Source: an optimization exercise on an open RTL-to-GDS flow (aim: small area, a short achievable clock period and few clock cycles). Production flows keep margins and buffers that such runs may drop. Where RTL was checked, it was by simulation tests only, not by an equivalence proof against the original. Power and IR drop assume default switching activity.

Setup of alpha:
==> flow/design.v <==
module ALU_standard_calculator_n_bit #(parameter n = 32)(
    input clk,
    input rst,
    input [2:0] op,
    input signed [n-1:0] a,
    input signed [n-1:0] b,
    output signed [2*n-1:0] result,
    output reg valid_result
);
    localparam W = 40;                
    reg [31:0] H, L;                  
    reg        hs;                    
    reg [31:0] A;                     
    reg        busy;                  
    reg        mmul;                  
    reg        bc;                    
    reg        sq;                    
    reg        dz;                    
    reg        dfirst;                
    reg        dneg;                  
    reg [4:0]  cnt;
    reg [5:0]  lenA, lenB;            
    reg [7:0]  mlast;
    assign result = {H | {32{hs}}, L};
    wire op_sub = (op == 3'b001);
    wire op_mul = (op == 3'b010);
    wire op_div = (op == 3'b011);
    wire op_and = (op == 3'b100);
    wire op_not = (op == 3'b111);
    wire op_log = op[2];
    wire sa = a[31];
    wire sb = b[31];
    wire [31:0] xa = a ^ {32{sa}};
    wire [31:0] xb = b ^ {32{sb}};
    wire [31:0] x1 = a ^ {32{op_div & sa}};
    wire [31:0] y1 = op[2] ? b | {32{op[1] & op[0]}} : (b ^ {32{op[0]}}) & {32{~op[1]}};
    wire        c1 = op_sub | (op_div & sa);
    wire [31:0] pg = x1 ^ y1;
    wire [31:0] gg = x1 & y1;
    wire [31:0] lg = (pg & {32{~op_and}}) | (gg & {32{~op[1]}});
    function [31:0] smear;
        input [31:0] x;
        reg [31:0] v;
        begin
            v = x;
            v = v | {1'b0, v[31:1]};
            v = v | {2'b0, v[31:2]};
            v = v | {4'b0, v[31:4]};
            v = v | {8'b0, v[31:8]};
            v = v | {16'b0, v[31:16]};
            smear = v;
        end
    endfunction
    function [5:0] smlen;
        input [31:0] m;
        reg [31:0] h;
        reg [4:0] k;
        integer i;
        begin
            h = m & ~{1'b0, m[31:1]};
            k = 5'd0;
            for (i = 0; i < 32; i = i + 1)
                k = k | (h[i] ? i[4:0] : 5'd0);
            smlen = m[0] ? {1'b0, k} + 6'd1 : 6'd0;
        end
    endfunction
    wire [31:0] smA = smear(xa);
    wire [31:0] smB = smear(xb);
    wire [31:0] smA1 = sa ? {smA[30:0], 1'b1} : smA;    
    wire early = |(smB & ~smA1);                        
    wire [6:0] mq = {1'b0, lenA} - {1'b0, lenB} + 7'd1;
    wire [7:0] mone;
    assign mone[0] = (mq == 1);
    assign mone[1] = (mq == 2);
    assign mone[2] = (mq == 3);
    assign mone[3] = (mq == 4);
    assign mone[4] = (mq == 5) || (mq == 6);
    assign mone[5] = (mq >= 7) && (mq <= 9);
    assign mone[6] = (mq >= 10) && (mq <= 12);
    assign mone[7] = (mq >= 13);
    wire [4:0] dcnt = {mone[7], mone[5] | mone[6] | mone[7], mone[4] | mone[7],      
                       mone[2] | mone[3] | mone[6] | mone[7],
                       mone[1] | mone[3] | mone[4] | mone[6] | mone[7]};
    wire [7:0] msel = dfirst ? mone : mlast;
    wire dlast = dfirst ? mone[0] : (cnt == 0);         
    wire [31:0] rinit = msel[0] ? {1'b0,  L[31:1]} :
                        msel[1] ? {2'b0,  L[31:2]} :
                        msel[2] ? {3'b0,  L[31:3]} :
                        msel[3] ? {4'b0,  L[31:4]} :
                        msel[4] ? {6'b0,  L[31:6]} :
                        msel[5] ? {9'b0,  L[31:9]} :
                        msel[6] ? {12'b0, L[31:12]} : 32'b0;
    wire dbit = |(msel & {L[31], L[11], L[8], L[5], L[3], L[2], L[1], L[0]});
    wire [31:0] mask = {{20{msel[7]}}, {3{msel[7] | msel[6]}}, {3{|msel[7:5]}},
                        {2{|msel[7:4]}}, |msel[7:3], |msel[7:2], |msel[7:1], 1'b1};
    wire [31:0] rsrc = dfirst ? rinit : H;             
    wire        rneg_ = rsrc[31];                        
    wire dstep = ~mmul & ~dneg;
    wire [8:0] mb = {L[7:0], bc};
    reg  [3:0] rone, rtwo, rneg;
    integer j;
    always @(*) begin
        for (j = 0; j < 4; j = j + 1) begin
            rone[j] = mmul & (mb[2*j+1] ^ mb[2*j]);
            rtwo[j] = mmul & ((mb[2*j+2] & ~mb[2*j+1] & ~mb[2*j]) | (~mb[2*j+2] & mb[2*j+1] & mb[2*j]));
            rneg[j] = mmul & mb[2*j+2] & ~(mb[2*j+1] & mb[2*j]);
        end
        rone[0] = rone[0] | dstep;
        rneg[0] = rneg[0] | (dstep & (~A[31] ^ rneg_));
    end
    function [33:0] bpp;              
        input one, two, neg;
        input [31:0] m;
        begin
            bpp = (one ? {m[31], m[31], m} : two ? {m[31], m, 1'b0} : 34'b0) ^ {34{neg}};
        end
    endfunction
    wire [33:0] pp0 = bpp(rone[0], rtwo[0], rneg[0], A);
    wire [33:0] pp1 = bpp(rone[1], rtwo[1], rneg[1], A);
    wire [33:0] pp2 = bpp(rone[2], rtwo[2], rneg[2], A);
    wire [33:0] pp3 = bpp(rone[3], rtwo[3], rneg[3], A);
    wire n3 = rneg[3];
    wire [33:0] hrow = dstep ? {~rsrc[31], rsrc, dbit} : {~H[31], H[31], H};
    wire [W-1:0] hr = {6'b0, hrow};
    wire [W-1:0] r0 = {6'b010101, ~pp0[33], pp0[32:0]};
    wire [W-1:0] r1 = {4'b0, ~pp1[33], pp1[32:0], n3, rneg[0]};
    wire [W-1:0] r2 = {2'b0, ~pp2[33], pp2[32:0], n3, rneg[1], n3, n3};
    wire [W-1:0] r3 = {~pp3[33], pp3[32:0], n3, rneg[2], n3, n3, n3, n3};
    wire [W-1:0] s1 = r1 ^ r2 ^ r3;
    wire [W-1:0] k1 = {((r1 & r2) | (r1 & r3) | (r2 & r3)), n3};
    wire [W-1:0] s2 = s1 ^ k1 ^ r0;
    wire [W-1:0] k2 = {((s1 & k1) | (s1 & r0) | (k1 & r0)), n3};
    wire [W-1:0] s3 = s2 ^ k2 ^ hr;
    wire [W-1:0] k3 = {((s2 & k2) | (s2 & hr) | (k2 & hr)), n3};
    wire [W-1:0] ax = busy ? s3 : {{8{x1[31] & ~op_div}}, x1};
    wire [W-1:0] ay = busy ? k3 : {{8{y1[31]}}, y1};
    wire         ac = busy ? (n3 | dneg) : c1;
    wire [W:0] sum1 = {ax, ac} + {ay, ac};              
    wire [W-1:0] sum = sum1[W:1];
    wire ge = ~sum[31];                                 
    wire [31:0] qn = {L[30:0], ge} & mask;              
    always @(posedge clk) begin
        A <= b;
        if (!busy) begin
            mmul <= op_mul;
            bc <= 1'b0;
            sq <= sa ^ sb;
            dz <= (b == 0);
            dfirst <= 1'b1;
            lenA <= smlen(smA1);
            lenB <= smlen(smB);
            cnt <= 5'd3;
            H <= 32'b0;
            hs <= op_log ? lg[31] : sum[32] & ~op[1];
            L <= op_log ? lg : sum[31:0] & {32{~(op_div & early)}};
        end else if (!valid_result) begin
            if (mmul) begin
                H <= sum[W-1:8];
                L <= {sum[7:0], L[31:8]};
                bc <= L[7];
                cnt <= cnt - 5'd1;
            end else if (dneg) begin
                H <= 32'b0;
                hs <= sum[31];
                L <= sum[31:0];
            end else begin
                dfirst <= 1'b0;
                mlast <= mone;
                H <= dlast ? (sq ? ~qn : 32'b0) : sum[31:0];
                L <= qn;
                cnt <= (dfirst ? dcnt : cnt) - 5'd1;
            end
        end
    end
    always @(posedge clk or posedge rst) begin
        if (rst) begin
            busy <= 1'b0;
            valid_result <= 1'b0;
            dneg <= 1'b0;
        end else begin
            busy <= 1'b1;
            if (!busy) begin
                valid_result <= !(op_mul || (op_div && !early));
            end else if (!valid_result) begin
                if (mmul) begin
                    if (cnt == 0) valid_result <= 1'b1;
                end else if (dneg) begin
                    valid_result <= 1'b1;
                end else if (dlast && !dz) begin
                    if (sq) dneg <= 1'b1;
                    else valid_result <= 1'b1;
                end
            end
        end
    end
endmodule
clock: 18.0 ns
lec_check: 0
cap_margin: 20
core_margin: 2
core_utilization: 40
slew_margin: 20
standard.sh (not shown) runs the stock make flow with config.mk's settings and CLKGATE_MAP_FILE= SYNTH_SCRIPT=/design/flow/synth_recipe.tcl, a recipe that flattens the netlist after the stock synthesis.
==> flow/flow/run.sh <==
#!/bin/bash
set -euo pipefail
bash standard.sh "BUFFER_PORTS_ARGS=-buffer_cell sky130_fd_sc_hd__buf_1" \
  SETUP_SLACK_MARGIN=12 TNS_END_PERCENT=0 finish > standard_flow.log 2>&1
Testbench counts of alpha, summed over its fixed seeds: cycles 13,608.
Input-level comparison between beta and alpha:
--- a/flow/design.v
+++ b/flow/design.v
@@ -20,7 +20,6 @@
     reg        dneg;                  
     reg [4:0]  cnt;
     reg [5:0]  lenA, lenB;            
-    reg [7:0]  mlast;
     assign result = {H | {32{hs}}, L};
     wire op_sub = (op == 3'b001);
     wire op_mul = (op == 3'b010);
@@ -81,7 +80,7 @@
     wire [4:0] dcnt = {mone[7], mone[5] | mone[6] | mone[7], mone[4] | mone[7],      
                        mone[2] | mone[3] | mone[6] | mone[7],
                        mone[1] | mone[3] | mone[4] | mone[6] | mone[7]};
-    wire [7:0] msel = dfirst ? mone : mlast;
+    wire [7:0] msel = mone;
     wire dlast = dfirst ? mone[0] : (cnt == 0);         
     wire [31:0] rinit = msel[0] ? {1'b0,  L[31:1]} :
                         msel[1] ? {2'b0,  L[31:2]} :
@@ -165,7 +164,6 @@
                 L <= sum[31:0];
             end else begin
                 dfirst <= 1'b0;
-                mlast <= mone;
                 H <= dlast ? (sq ? ~qn : 32'b0) : sum[31:0];
                 L <= qn;
                 cnt <= (dfirst ? dcnt : cnt) - 5'd1;
Total via count in the routed design: beta vs alpha up 550
beta vs alpha — wire length of the first global-routing pass climbed by a few percent
Relative to alpha, the number of cells on the worst reg-to-reg path measured on beta has decreased by a few percent.
Initial cell density of the core in beta is 0.24 points below alpha.
Per the final summary, beta finished and its layout is clean on timing, DRC and antenna.
Summary of beta over alpha: required time of the critical path climbed 0.13 ns, clock transition at the registers of the reported paths barely changed.
[compare] base=alpha new=beta: minimum period implied by the final worst setup slack up 0.26 ns, switching power of the nets saw a decrease.
No functional check of the RTL was part of beta.

[port drivers added, routing unchanged]
The results above use ideal ports. As a check the final layouts listed here were re-extracted and re-timed, cells and wires unchanged.
Step 1 sets driving cells, clkbuf_16 on the clock port and buf_2 on the other inputs (assumed; they add their load-dependent delay and slew).
Step 2 times the ports against the registers' clock, not the clock port: input delays grow and output delays shrink by t, the midpoint of the rising clock arrivals with the driver on.
a / b / c = ideal / step 1 / step 2; a / b = the first two.
| run | t, ns | slack for setup (ns) | worst data-port slew with drivers (ns) | pins driven straight from the clock port |
|---|---|---|---|---|
| alpha | 0.546 | 11.037 / 10.968 / 10.422 | 0.14 | 1 |
| beta | 0.518 | 10.781 / 10.762 / 10.244 | 0.08 | 1 |
After both steps every run listed still meets setup and hold. For alpha, which loses most, drivers alone change the setup slack by -0.069 ns; drivers and shift together by -0.615 ns.
